From an optimization exercise on the open Yosys and OpenROAD flow, aimed at small area; shortcuts taken in it are not production practice. Where RTL was checked, it was by simulation tests only, not by an equivalence proof against the original. Power is estimated from default activity; no workload was simulated.

==> 02-11 <==
// tx_sys
module tx_sys(eoc, adc_data, adc_clock, start, ale, oe, address, reset, clock, txPin);
 input eoc;
 input [7:0] adc_data;
 input reset, clock;
 output adc_clock, start, ale, oe;
 output [2:0] address;
 output txPin;
 assign address = 3'b000;
 reg [5:0] lfA;
 reg adc_clock;
 wire wrapA = (lfA & 6'b010111) == 6'b000111;    
 wire tickA = wrapA & ~adc_clock;
 always @(posedge clock or posedge reset)
  if (reset) begin
   lfA <= 6'b001110; adc_clock <= 1'b0;
  end else begin
   lfA <= {lfA[4:0], ~(lfA[5] ^ lfA[4]) & ~wrapA};
   if (wrapA) adc_clock <= ~adc_clock;
  end
 reg [14:0] cntS;
 wire adc_start = cntS[14] & cntS[4] & cntS[0];  
 always @(posedge clock or posedge reset)
  if (reset) cntS <= 15'd0;
  else if (tickA) begin
   if (adc_start) cntS <= 15'd1;
   else cntS <= cntS + 15'd1;
  end
 reg [5:0] s;
 assign start = (s >= 6'd3) && (s <= 6'd15);
 assign ale = start;
 assign oe = (s >= 6'd21) && (s <= 6'd35);
 always @(posedge clock or posedge reset)
  if (reset) s <= 6'd0;
  else if (tickA) begin
   case (s)
    6'd0, 6'd35: s <= adc_start ? 6'd1 : 6'd0;
    6'd15, 6'd16: s <= eoc ? 6'd16 : 6'd17;
    6'd18: s <= eoc ? 6'd19 : 6'd18;
    default: s <= s + 6'd1;
   endcase
  end
 reg [7:0] out_data;
 always @(posedge clock or posedge reset)
  if (reset) out_data <= 8'd0;
  else if (tickA && s == 6'd33) out_data <= adc_data;
 reg [9:0] lfU;
 reg clk38;
 wire wrapU = (lfU & 10'b1001110111) == 10'b0001000110;  
 wire tickU = wrapU & ~clk38;
 always @(posedge clock or posedge reset)
  if (reset) begin
   lfU <= 10'b0110011100; clk38 <= 1'b0;
  end else begin
   lfU <= {lfU[8:4], lfU[3] | wrapU, lfU[2:0], ~(lfU[9] ^ lfU[6])};
   if (wrapU) clk38 <= ~clk38;
  end
 reg [3:0] cntClock;
 always @(posedge clock or posedge reset)
  ...
==> module tx_sys, before the edit <==
module tx_sys(eoc, adc_data, adc_clock, start, ale, oe, address, reset, clock, txPin);
 input eoc;
 input [7:0] adc_data;
 input reset, clock;
 output adc_clock, start, ale, oe;
 output [2:0] address;
 output txPin;
 assign address = 3'b000;
 reg [5:0] lfA;
 reg adc_clock;
 wire wrapA = (lfA & 6'b010111) == 6'b000111;    
 wire tickA = wrapA & ~adc_clock;
 always @(posedge clock or posedge reset)
  if (reset) begin
   lfA <= 6'b001110; adc_clock <= 1'b0;
  end else begin
   lfA <= {lfA[4:0], ~(lfA[5] ^ lfA[4]) & ~wrapA};
   if (wrapA) adc_clock <= ~adc_clock;
  end
 reg [14:0] cntS;
 wire adc_start = cntS[14] & cntS[4] & cntS[0];  
 always @(posedge clock or posedge reset)
  if (reset) cntS <= 15'd0;
  else if (tickA) begin
   if (adc_start) cntS <= 15'd1;
   else cntS <= cntS + 15'd1;
  end
 reg [5:0] s;
 assign start = (s >= 6'd3) && (s <= 6'd15);
 assign ale = start;
 assign oe = (s >= 6'd21) && (s <= 6'd35);
 always @(posedge clock or posedge reset)
  if (reset) s <= 6'd0;
  else if (tickA) begin
   case (s)
    6'd0, 6'd35: s <= adc_start ? 6'd1 : 6'd0;
    6'd15, 6'd16: s <= eoc ? 6'd16 : 6'd17;
    6'd18: s <= eoc ? 6'd19 : 6'd18;
    default: s <= s + 6'd1;
   endcase
  end
 reg [7:0] out_data;
 always @(posedge clock or posedge reset)
  if (reset) out_data <= 8'd0;
  else if (tickA && s == 6'd33) out_data <= adc_data;
 reg [9:0] lfU;
 reg clk38;
 wire wrapU = (lfU & 10'b1001110111) == 10'b0001000110;  
 wire tickU = wrapU & ~clk38;
 always @(posedge clock or posedge reset)
  if (reset) begin
   lfU <= 10'b0110011100; clk38 <= 1'b0;
  end else begin
   lfU <= {lfU[8:4], lfU[3] | wrapU, lfU[2:0], ~(lfU[9] ^ lfU[6])};
   if (wrapU) clk38 <= ~clk38;
  end
 reg [3:0] cntClock;
 always @(posedge clock or posedge reset)
  if (reset) cntClock <= 4'd0;
  else if (tickU) cntClock <= cntClock + 4'd1;
 reg swSend, sendCmd_d, beginSending;
 reg [10:0] R;             
 reg txPin;
 wire sending = |R;
 always @(posedge clock or posedge reset)
  if (reset) begin
   swSend <= 1'b0; sendCmd_d <= 1'b0; beginSending <= 1'b0;
  end else begin
   swSend <= eoc;
   sendCmd_d <= swSend;
   if (sending) beginSending <= 1'b0;
   else if (swSend && !sendCmd_d) beginSending <= 1'b1;
  end
 always @(posedge clock or posedge reset)
  if (reset) begin
   R <= 11'd0; txPin <= 1'b1;
  end else if (tickU) begin
   if (!sending) begin
    if (beginSending) R <= {2'b11, out_data, 1'b0};
   end else if (cntClock == 4'd0) begin
    txPin <= R[0];
    R <= {1'b0, R[10:1]};
   end
  end
endmodule
make LEC_CHECK=0 CAP_MARGIN=20 CORE_MARGIN=2 CORE_UTILIZATION=70 CTS_BUF_LIST='sky130_fd_sc_hd__clkbuf_4 sky130_fd_sc_hd__clkbuf_2' CTS_CLUSTER_SIZE=30 SLEW_MARGIN=20 finish   # period 20.0 ns
run.sh (not shown) runs the stock make flow with config.mk's settings and CLKGATE_MAP_FILE= SYNTH_SCRIPT=/design/flow/synth_recipe.tcl, a recipe that flattens the netlist after the stock synthesis.
==> inputs of 10-21, as changes to 02-11 <==
CORE_UTILIZATION = 40   (was 70)
CTS_BUF_LIST = not set   (was sky130_fd_sc_hd__clkbuf_4 sky130_fd_sc_hd__clkbuf_2)
CTS_CLUSTER_SIZE = not set   (was 30)
==> inputs of 09-18, as changes to 02-11 <==
==> flow/flow/run.sh (new file) <==
#!/bin/bash
# Own layout flow: the standard ORFS flow with smaller port buffers and
# no CTS dummy loads. Each tool's output goes to a log file in this folder.
set -euo pipefail
cat >> config.mk <<'CFG'
export BUFFER_PORTS_ARGS = -buffer_cell sky130_fd_sc_hd__buf_1
export CTS_ARGS = -sink_clustering_enable -repair_clock_nets -dont_use_dummy_load
CFG
bash standard.sh finish > standard_flow.log 2>&1
==> flow/standard.sh (new file) <==
#!/bin/bash
# synth_recipe.tcl (not shown) runs the flow's synth.tcl, then flattens the netlist and writes it again
# the make line also repeats each setting of config.mk as NAME=value (left out here)
make -C /OpenROAD-flow-scripts/flow DESIGN_CONFIG=/design/flow/config.mk WORK_HOME=/design/flow/orfs CLKGATE_MAP_FILE= SYNTH_SCRIPT=/design/flow/synth_recipe.tcl "${@:-finish}"
BUFFER_PORTS_ARGS = -buffer_cell sky130_fd_sc_hd__buf_1   (was not set)
CORE_UTILIZATION = 40   (was 70)
CTS_ARGS = -sink_clustering_enable -repair_clock_nets -dont_use_dummy_load   (was not set)
CTS_BUF_LIST = not set   (was sky130_fd_sc_hd__clkbuf_4 sky130_fd_sc_hd__clkbuf_2)
CTS_CLUSTER_SIZE = not set   (was 30)
removed: flow/run.sh
==> inputs of 01-05, as changes to 02-11 <==
--- a/flow/design.v
+++ b/flow/design.v
@@ -7,15 +7,15 @@
  output txPin;
  assign address = 3'b000;
- reg [5:0] lfA;
+ reg [5:0] cntA;
  reg adc_clock;
- wire wrapA = (lfA & 6'b010111) == 6'b000111;    
+ wire wrapA = cntA[5] & cntA[4] & cntA[1];       
  wire tickA = wrapA & ~adc_clock;
  always @(posedge clock or posedge reset)
   if (reset) begin
-   lfA <= 6'b001110; adc_clock <= 1'b0;
-  end else begin
-   lfA <= {lfA[4:0], ~(lfA[5] ^ lfA[4]) & ~wrapA};
-   if (wrapA) adc_clock <= ~adc_clock;
-  end
+   cntA <= 6'd0; adc_clock <= 1'b0;
+  end else if (wrapA) begin
+   cntA <= 6'd0; adc_clock <= ~adc_clock;
+  end else
+   cntA <= cntA + 6'd1;
  reg [14:0] cntS;
  wire adc_start = cntS[14] & cntS[4] & cntS[0];  
@@ -44,15 +44,15 @@
   if (reset) out_data <= 8'd0;
   else if (tickA && s == 6'd33) out_data <= adc_data;
- reg [9:0] lfU;
+ reg [9:0] cntU;
  reg clk38;
- wire wrapU = (lfU & 10'b1001110111) == 10'b0001000110;  
+ wire wrapU = cntU[9] & cntU[7] & cntU[3] & cntU[1];  
  wire tickU = wrapU & ~clk38;
  always @(posedge clock or posedge reset)
   if (reset) begin
-   lfU <= 10'b0110011100; clk38 <= 1'b0;
-  end else begin
-   lfU <= {lfU[8:4], lfU[3] | wrapU, lfU[2:0], ~(lfU[9] ^ lfU[6])};
-   if (wrapU) clk38 <= ~clk38;
-  end
+   cntU <= 10'd0; clk38 <= 1'b0;
+  end else if (wrapU) begin
+   cntU <= 10'd0; clk38 <= ~clk38;
+  end else
+   cntU <= cntU + 10'd1;
  reg [3:0] cntClock;
  always @(posedge clock or posedge reset)
CORE_UTILIZATION = 40   (was 70)
CTS_BUF_LIST = not set   (was sky130_fd_sc_hd__clkbuf_4 sky130_fd_sc_hd__clkbuf_2)
CTS_CLUSTER_SIZE = not set   (was 30)
==> summary.txt <==
Fill cells in the final layout number 742. OpenSTA, run right after detailed placement, puts the worst setup slack at 14.27 ns. The end point of the most critical hold path is sendCmd_d$_DFF_PP0_. The fraction of cell area in non-clock buffers came out at 4.30%. For this run, the slowest stage of the critical path takes 0.52 ns. The run finished with no timing, DRC or antenna violations. For this block, the via count after detailed routing is 2,221. In the final layout, multi-input gates take up 39.6% of the cell area. The fraction of layout instances using a drive strength above 1 is 10.8%. The tightest hold path in the finished design has a slack of 0.371 ns. At the end of the flow the core is filled with cells to 46.9%.

The clock root buffer is sky130_fd_sc_hd__clkbuf_8. The complex-gate fraction of the synthesized area is 9.31%.
(the above is from 01-05)
==> summary.txt <==
The core occupancy in the finished layout came out at 79.9%. The tightest hold path in the finished design has a slack of 0.366 ns. The delay of the slowest critical-path stage is 0.48 ns. Clock tree synthesis selected as its root buffer the cell sky130_fd_sc_hd__clkbuf_4. Of all the cell area in the finished design, non-clock buffers hold 4.53%. The multi-input combinational area share came out at 39.8%.

The run finished with no timing, DRC or antenna violations. The worst hold path terminates at lfU[8]$_DFF_PP1_. The post-route netlist has 15.6% of its cells at a drive strength greater than 1.
(the above is from 02-11)
==> summary.txt <==
The placement-stage worst setup slack is 14.67 ns. The tree is rooted in a sky130_fd_sc_hd__clkbuf_8. The multi-input combinational area share came out at 40.9%. Among all stages on the critical path, the largest delay is contributed by sky130_fd_sc_hd__dfrtp_1.

The core occupancy in the finished layout came out at 44.0%. The fraction of layout instances using a drive strength above 1 came out at 13.9%. The run finished with no timing, DRC or antenna violations.

Fill cells in the final layout number 740. The total number of vias came out at 2,067. The power per unit of standard cell area came out at 65.1 mW/mm^2.

The complex-gate fraction of the synthesized area is 8.64%. For hold timing, the worst endpoint is lfU[8]$_DFF_PP1_.
(the above is from 09-18)
==> summary.txt <==
The worst hold slack came out at 0.365 ns. The total number of vias is 2,096. The placement-stage worst setup slack came out at 14.32 ns. The delay of the slowest critical-path stage came out at 0.47 ns.

The run finished with no timing, DRC or antenna violations. The fraction of layout instances using a drive strength above 1 came out at 15.6%. The multi-input combinational area share is 38.7%. Measured on the final layout, buffering overhead outside the clock network stands at 4.41%. After filler insertion, the fill cell instance count of the layout stands at 735. The complex-gate fraction of the synthesized area is 8.64%.
(the above is from 10-21)
Only the layout flow was run in 02-11, 10-21 and 09-18; the RTL was not checked for function there.

==> static timing again, ports no longer ideal <==
No port has a modelled driver above. Below, the same layouts with a new extraction and two added sets of constraints. Step 1, drivers: a clkbuf_16 drives clock and a buf_2 each remaining input, both assumed. Step 2 also shifts input and output timing later by t, the mid clock arrival at the registers, as if the neighbouring blocks saw the same clock. Slacks: ideal / step 1 / step 2; pairs: ideal / step 1.
| run | shift t [ns] | setup WS [ns] | clock arrival spread, ns | cell pins on the clock port's net |
|---|---|---|---|---|
| 02-11 | 0.435 | 13.853 / 13.828 / 14.264 | 0.011 / 0.011 | 1 |
| 10-21 | 0.374 | 13.956 / 13.926 / 14.300 | 0.010 / 0.009 | 1 |
| 09-18 | 0.354 | 14.318 / 14.289 / 14.643 | 0.016 / 0.016 | 1 |
| 01-05 | 0.367 | 13.896 / 13.864 / 14.231 | 0.014 / 0.014 | 1 |
After both steps every run listed still meets setup and hold.
